This is an optimization exercise on Yosys and OpenROAD, whose aim is small area, a short achievable clock period and few clock cycles, not a production implementation.
Power and IR drop assume default switching activity.

v31:
## np_read_req_gen
module np_read_req_gen(
    input         clk,
    input         rst,
    input         transferstart,
    input         rd_dma_start_one,
    input  [63:0] dmaras,
    input  [31:0] dmarad,
    input  [31:0] dmarxs,
    input         rd_TX_des_start_one,
    input  [63:0] TX_des_addr,
    input  [2:0]  read_req_size,
    input  [15:0] req_id,
    input  [31:0] completion_pending,
    output        ready,
    output        non_posted_fifo_wren,
    output [63:0] non_posted_fifo_data,
    output [4:0]  tx_waddr,
    output [31:0] tx_wdata,
    output        tx_we
    );
function [11:0] add11(input [10:0] x, input [10:0] y, input cin);
    reg [10:0] g, p, G, P;
    integer l, i, j;
    begin
        g = x & y;
        p = x ^ y;
        G = g;
        P = p;
        G[0] = g[0] | (p[0] & cin);
        for (l = 0; l < 4; l = l + 1)
            for (i = 0; i < 11; i = i + 1)
                if (i & (1 << l)) begin
                    j = ((i >> l) << l) - 1;
                    G[i] = G[i] | (P[i] & G[j]);
                    P[i] = P[i] & P[j];
                end
        add11 = {G[10], p ^ {G[9:0], cin}};
    end
endfunction
function [51:0] pand52(input [51:0] x);
    reg [51:0] s;
    integer l, i, j;
    begin
        s = x;
        for (l = 0; l < 6; l = l + 1)
            for (i = 0; i < 52; i = i + 1)
                if (i & (1 << l)) begin
                    j = ((i >> l) << l) - 1;
                    s[i] = s[i] & s[j];
                end
        pand52 = s;
    end
endfunction
function le11(input [10:0] x, input [10:0] y);
    reg [11:0] r;
    begin
        r = add11(y, ~x, 1'b1);    
        le11 = r[11];
    end
endfunction
reg        rdy, s_calc, s_w1, s_w2;
reg        des;           
reg        last;          
reg        ok;            
reg        fmt;           
reg [63:2] a;             
reg [27:2] d;             
reg [31:2] n;             
reg        nhz;           
reg [12:2] fkb;           
reg [12:2] LA;            
reg [12:2] LB;            
reg        inc, dinc;     
reg [5:0]  rsh;           
reg [4:0]  T;             
reg [5:0]  blk;           
reg        wren;
reg        w2f, w2n;      
  ...
==> flow/config.mk <==
export PLATFORM = sky130hd
export DESIGN_NAME = np_read_req_gen
export DESIGN_NICKNAME = np_read_req_gen
export VERILOG_FILES = /design/flow/design.v
export SDC_FILE = /design/flow/constraint.sdc
export NUM_CORES = 4
export LEC_CHECK = 0
export CAP_MARGIN = 20
export CORE_MARGIN = 2
export CORE_UTILIZATION = 55
export CTS_BUF_LIST = sky130_fd_sc_hd__clkbuf_8
export PLACE_DENSITY = 0.7
export SETUP_SLACK_MARGIN = 2.0
export SLEW_MARGIN = 20
==> flow/constraint.sdc <==
create_clock -name core_clock -period 4.5 [get_ports {clk}]
set_input_delay 0.9000 -clock core_clock [delete_from_list [all_inputs] [get_ports {clk}]]
set_output_delay 0.9000 -clock core_clock [all_outputs]
set_load 0.01 [all_outputs]
standard.sh (not shown) runs the stock make flow with config.mk's settings and CLKGATE_MAP_FILE= SYNTH_SCRIPT=/design/flow/synth_recipe.tcl, a recipe that flattens the netlist after the stock synthesis.
==> flow/flow/run.sh <==
#!/bin/bash
# Layout flow: the standard flow (standard.sh) with two changes.
#  1. Synthesis runs the standard script (synth_recipe.tcl) except that ABC maps with
#     flow/abc_delay.script (delay-driven) and adders are not pre-mapped to ripple
#     full/half-adder cells (ADDER_MAP_FILE empty). The registers, their names and cell
#     types are the same as in the standard synthesis.
#  2. Ports get sky130_fd_sc_hd__buf_1 buffers instead of the default delay-buffer cell.
# Each tool's output goes to a log file in this folder (synth.log, standard_flow.log) and
# ORFS's own logs under orfs/logs.
set -euo pipefail
here=$(pwd)
sed 's|^source \$::env(SCRIPTS_DIR)/synth.tcl$|source '"$here"'/flow/synth_delay.tcl|' synth_recipe.tcl > synth_delay_top.tcl
grep -q 'flow/synth_delay.tcl' synth_delay_top.tcl
sed 's|SYNTH_SCRIPT=[^ ]*|SYNTH_SCRIPT='"$here"'/synth_delay_top.tcl|' standard.sh > standard_delay.sh
grep -q 'synth_delay_top.tcl' standard_delay.sh
MY_ABC_SCRIPT=$here/flow/abc_delay.script ADDER_MAP_FILE= bash standard_delay.sh synth > synth.log 2>&1
export BUFFER_PORTS_ARGS="-buffer_cell sky130_fd_sc_hd__buf_1"
bash standard.sh > standard_flow.log 2>&1
==> flow/flow/abc_delay.script <==
strash
dch
map -D 1500
buffer -p
upsize -D 1500
dnsize -D 1500
stime -p
==> flow/flow/synth_delay.tcl <==
# ORFS's synth.tcl, with its ABC call given flow/abc_delay.script (a delay-driven mapping)
# in place of the platform's default ABC script. Everything else is unchanged.
set f [open $::env(SCRIPTS_DIR)/synth.tcl]
set txt [read $f]
close $f
set old {log_cmd abc {*}$abc_args}
if {[string first $old $txt] < 0} { error "synth_delay.tcl: ABC call not found in synth.tcl" }
set txt [string map [list $old {log_cmd abc -script $::env(MY_ABC_SCRIPT) {*}[lrange $abc_args 2 end]}] $txt]
uplevel #0 $txt
v31: flow completed, timing, DRC and antenna clean
Inputs modified between v31 and v32:
- CORE_UTILIZATION now 50, was 55
- PLACE_DENSITY now 0.6, was 0.7
- CTS_BUF_LIST no longer set, was sky130_fd_sc_hd__clkbuf_8
### Flow results
Compared with v31, v32 shows global-route usage lower by 3.4 points.
v31 and v32 ended up with roughly the same deepest clock path buffer count.
v32 ends up with lower total wire length after detailed routing than v31 does.
On number of nets in the final layout, v32 tracks v31 almost exactly.
Setup slack: v32 more than v31
Fraction of synthesized cell area in xor and xnor cells: v32 vs v31 identical
Measured against each other, v32 and v31 differ in routed length on met3, the lower figure coming from v32.
Die area sits higher in v32 than in v31.
Edits applied to the flow inputs when going from v32 to v4:
- putting GPL_TIMING_DRIVEN at 0 where nothing was set
- swapping 50 for 55 in CORE_UTILIZATION
- swapping 0.6 for 0.7 in PLACE_DENSITY
Against v32, v4 comes in about 8% higher on routed wire length on met2. Row length of routed met3 wiring: v4 higher / v32 lower. Against v32, v4 comes in 1.0 points higher on relative slew slack. v4 falls short of v32 in routed wire length.
Modified inputs, v30 compared to v4
- CTS_BUF_LIST: unset -> sky130_fd_sc_hd__clkbuf_4 sky130_fd_sc_hd__clkbuf_8
- GPL_TIMING_DRIVEN: 0 -> unset
[summary]
- Relative to v4, the number of cells in the design after placement of v30 is lower by 3.4%.
- v30 has largest net degree at the start of global routing above what v4 had.
- Per-cell via count in the routed design (lower): v30
- Share of cell area taken by flip-flops and latches | v30 above v4
- Re HPWL after detailed placement: v4 and v30 aren't equal, and the higher value belongs to v4.
- Relative contribution of the clock network to total power for v30: 7.2 points down relative to v4
- Max smallest setup slack after layout across v4 and v30: v4
- Diff v4 and v30: wire length higher in v4
- v30: clock-pin transition on the worst setup and hold timing paths 0.03 ns above v4
- The clock skew in v30 was higher than what v4 gave.
- As of v30, internal power had fallen by more than 10% compared to v4.
> inputs changed (v30 -> v40)
- CTS_BUF_LIST no longer set, was sky130_fd_sc_hd__clkbuf_4 sky130_fd_sc_hd__clkbuf_8
- CAP_MARGIN now 5, was 20
- SLEW_MARGIN now 5, was 20
Notes after the runs:
All of v30 and v40 finish clean.
Looking at share of power burned in combinational logic, v40 sits 2.7 points below v30.
On final cell count, v30 and v40 are neck and neck.
Via count: v40 vs v30, no meaningful difference
v30 and v40 ended up with nearly the same post-place instance area.
No functional check of the RTL was part of any run of this note.

## separate check: timing with driven ports
Ports are ideal in the flow. The routed layouts listed here were re-timed in OpenROAD.
Step 1 (the two cells are an assumption about what drives the block):
set clk [get_ports {clk}]
set_driving_cell -lib_cell sky130_fd_sc_hd__clkbuf_16 $clk
set_driving_cell -lib_cell sky130_fd_sc_hd__buf_2 [delete_from_list [all_inputs] $clk]
Step 2 also shifts input and output timing later by t, the mid clock arrival at the registers, as if the neighbouring blocks saw the same clock.
Slacks: no drivers / after step 1 / after step 2; pairs: no drivers / after step 1.
run | t (ns) | setup slack, ns | hold slack, ns | worst setup path at the end | worst register clock-pin slew, ns
v31 | 0.524 | 1.967 / 1.924 / 1.606 | 0.420 / 0.420 / 0.420 | input to register | 0.10 / 0.10
v32 | 0.474 | 1.997 / 1.951 / 1.684 | 0.417 / 0.417 / 0.417 | input to register | 0.07 / 0.07
v4 | 0.484 | 2.009 / 1.962 / 1.641 | 0.413 / 0.413 / 0.413 | input to register | 0.07 / 0.07
v30 | 0.524 | 1.967 / 1.924 / 1.606 | 0.420 / 0.420 / 0.420 | input to register | 0.10 / 0.10
v40 | 0.482 | 1.970 / 1.923 / 1.627 | 0.414 / 0.414 / 0.414 | input to register | 0.07 / 0.07
After both steps setup and hold are still met in every run listed. The setup slack of v4, which loses most, moves by -0.047 ns with the drivers and by -0.368 ns with both steps.
